Context: an optimization exercise on an open-source flow, tuned for small area, a short achievable clock period and few clock cycles. The choices shown serve that exercise and are no tape-out recipe. Function was checked by simulation only, so behaviour that the tests miss may differ from the original. Power figures rest on the tool's default switching activity, not on a simulated workload.

## JAM
module JAM (
    input CLK,
    input RST,
    output [2:0] W,
    output [2:0] J,
    input [6:0] Cost,
    output reg [3:0] MatchCount,
    output reg [9:0] MinCost,
    output reg Valid
);
Size in the first run: ~5300 cells after synthesis, ~780 flip-flops, roughly 30 I/O pins, about 51000 um2 of cells after synthesis.
export LEC_CHECK = 0
export CAP_MARGIN = 20
export CORE_MARGIN = 2
export CORE_UTILIZATION = 65
export SETUP_SLACK_MARGIN = 0.4
export SLEW_MARGIN = 20
create_clock -name core_clock -period 4.5 [get_ports {CLK}]
run.sh (not shown) runs the stock make flow with config.mk's settings and CLKGATE_MAP_FILE= SYNTH_SCRIPT=/design/flow/synth_recipe.tcl, a recipe that flattens the netlist after the stock synthesis.
Testbench counts at the start, summed over its fixed seeds: cycles 1,096.
Next try:
CORE_UTILIZATION = 40   (was 65)
SETUP_SLACK_MARGIN = default   (was 0.4)
- The changed run passed the timing, DRC and antenna checks
- cell area came out lower by 0.45%
- via count came out lower by 4.7%
- sequential share of layout area is about the same
- core utilization came out lower by 29 points
- die area came out higher by 62%

========
Another version of the RTL of JAM (not shown whole).
Size in the first run: ~5400 cells after synthesis, about 30 I/O pins, roughly 52000 um^2 of cells after synthesis.
Settings: LEC_CHECK=0, CAP_MARGIN=20, CORE_MARGIN=2, CORE_UTILIZATION=72, SETUP_SLACK_MARGIN=0.6, SLEW_MARGIN=20; clock period 4.5 ns.
The first run completed with no timing, DRC or antenna violations.
Testbench counts at the start, summed over its fixed seeds: cycles 1,016.
==> next run, changes <==
- CORE_UTILIZATION: 72 -> 65
- SETUP_SLACK_MARGIN: 0.6 -> 0.75
Cell count climbs by 2.5%. Fmax grows by 2.1%. Worst hold slack barely changes. Power increases by 1.8%. Count of clock-buffer cells in the layout grows by 1. Worst setup slack improved by 0.081 ns. Synthesized area is unchanged. Via count drops by 1.6%.
==> next run, changes <==
- SETUP_SLACK_MARGIN: 0.75 -> 0.45
What happened:
- routed wire length went down by a few percent
- power falls by a few percent
- area after synthesis does not change
- sequential cell count is unchanged
- setup slack is worse by 0.14 ns
- hold slack hardly moves
- sequential power stays flat
- die area does not change
- synthesized cell count does not change
- fmax decreases by a few percent

========
the reference run:
JAM, a different RTL version from the one above (not shown whole).
For scale: roughly 5,400 cells after synthesis, ~820 flip-flops, about 30 I/O pins, ~50,000 µm² of cells after synthesis.
==> flow/config.mk <==
export PLATFORM = sky130hd
export DESIGN_NAME = JAM
export DESIGN_NICKNAME = JAM
export VERILOG_FILES = /design/flow/design.v
export SDC_FILE = /design/flow/constraint.sdc
export NUM_CORES = 4
export LEC_CHECK = 0
export CAP_MARGIN = 20
export CORE_MARGIN = 2
export CORE_UTILIZATION = 58
export SETUP_SLACK_MARGIN = 0.6
export SLEW_MARGIN = 20
==> flow/constraint.sdc <==
create_clock -name core_clock -period 4.5 [get_ports {CLK}]
set_input_delay 0.9000 -clock core_clock [delete_from_list [all_inputs] [get_ports {CLK}]]
set_output_delay 0.9000 -clock core_clock [all_outputs]
set_load 0.01 [all_outputs]
Testbench counts of the reference run, summed over its fixed seeds: cycles 1,008.
Changes in the trial run relative to the reference run:
- setting CTS_CLUSTER_SIZE to 30 for the first time
- changing CORE_UTILIZATION from 58 to 65
[summary]
Post-synthesis to final-layout area growth: the trial run < the reference run. Hold slack: the trial run vs the reference run down 0.014 ns. The trial run against the reference run: die width went down by 5.5%, cell count went down by about 1.8%. When the trial run is set beside the reference run, its count of buffers not belonging to the clock network in the layout turns out to be 2.3% larger. Changes observed in the trial run relative to the reference run: internal power saw a decrease, number of gates resized after cts dropped 5.5%, initial antenna violation count rose 1.

========
JAM with an RTL version that a note above also has.
For scale: roughly 30 I/O pins, about 52,000 sq um of cells after synthesis.
export LEC_CHECK = 0
export CAP_MARGIN = 20
export CORE_MARGIN = 2
export CORE_UTILIZATION = 65
export SETUP_SLACK_MARGIN = 1.0
export SLEW_MARGIN = 20
create_clock -name core_clock -period 4.5 [get_ports {CLK}]
The starting point passed the timing, DRC and antenna checks.
Testbench counts at the start, summed over its fixed seeds: cycles 1,016.
Rerun with:
Settings changed: SETUP_SLACK_MARGIN 1.0 to 0.6.
=>
- clock skew is higher by 0.014 ns
- synthesized area does not change
- worst hold slack stays flat
- core utilization falls by 7.8 points
- maximum frequency goes down by 0.85%

-- separate check: timing with driven ports --
Ports are ideal in the flow. The routed layouts listed here were re-timed in OpenROAD.
Step 1, drivers: a clkbuf_16 drives CLK and a buf_2 each remaining input, both assumed.
Step 2 moves the port delays by t, midway between the first and last clock arrival at a register: inputs arrive t later, outputs are due t later. That takes back most of the time a late clock gives input paths.
a / b / c = no drivers / after step 1 / after step 2; a / b = the first two.
| run | t, ns | setup WS [ns] | hold slack, ns |
|---|---|---|---|
| the first run of note 1 | 0.710 | 0.444 / 0.444 / 0.444 | 0.326 / 0.326 / 0.326 |
| the second run of note 1 | 0.734 | 0.218 / 0.218 / 0.218 | 0.309 / 0.309 / 0.309 |
| the first run of note 2 | 0.724 | 0.618 / 0.608 / 0.618 | 0.320 / 0.320 / 0.320 |
| the second run of note 2 | 0.734 | 0.699 / 0.628 / 0.709 | 0.318 / 0.318 / 0.318 |
| the third run of note 2 | 0.728 | 0.560 / 0.500 / 0.560 | 0.318 / 0.318 / 0.318 |
| the reference run | 0.719 | 0.671 / 0.671 / 0.671 | 0.326 / 0.326 / 0.326 |
| the trial run | 0.713 | 0.632 / 0.632 / 0.632 | 0.312 / 0.312 / 0.312 |
| the first run of note 4 | 0.729 | 0.653 / 0.623 / 0.653 | 0.322 / 0.322 / 0.322 |
| the second run of note 4 | 0.727 | 0.620 / 0.620 / 0.620 | 0.321 / 0.321 / 0.321 |
After both steps setup and hold are still met in every run listed.
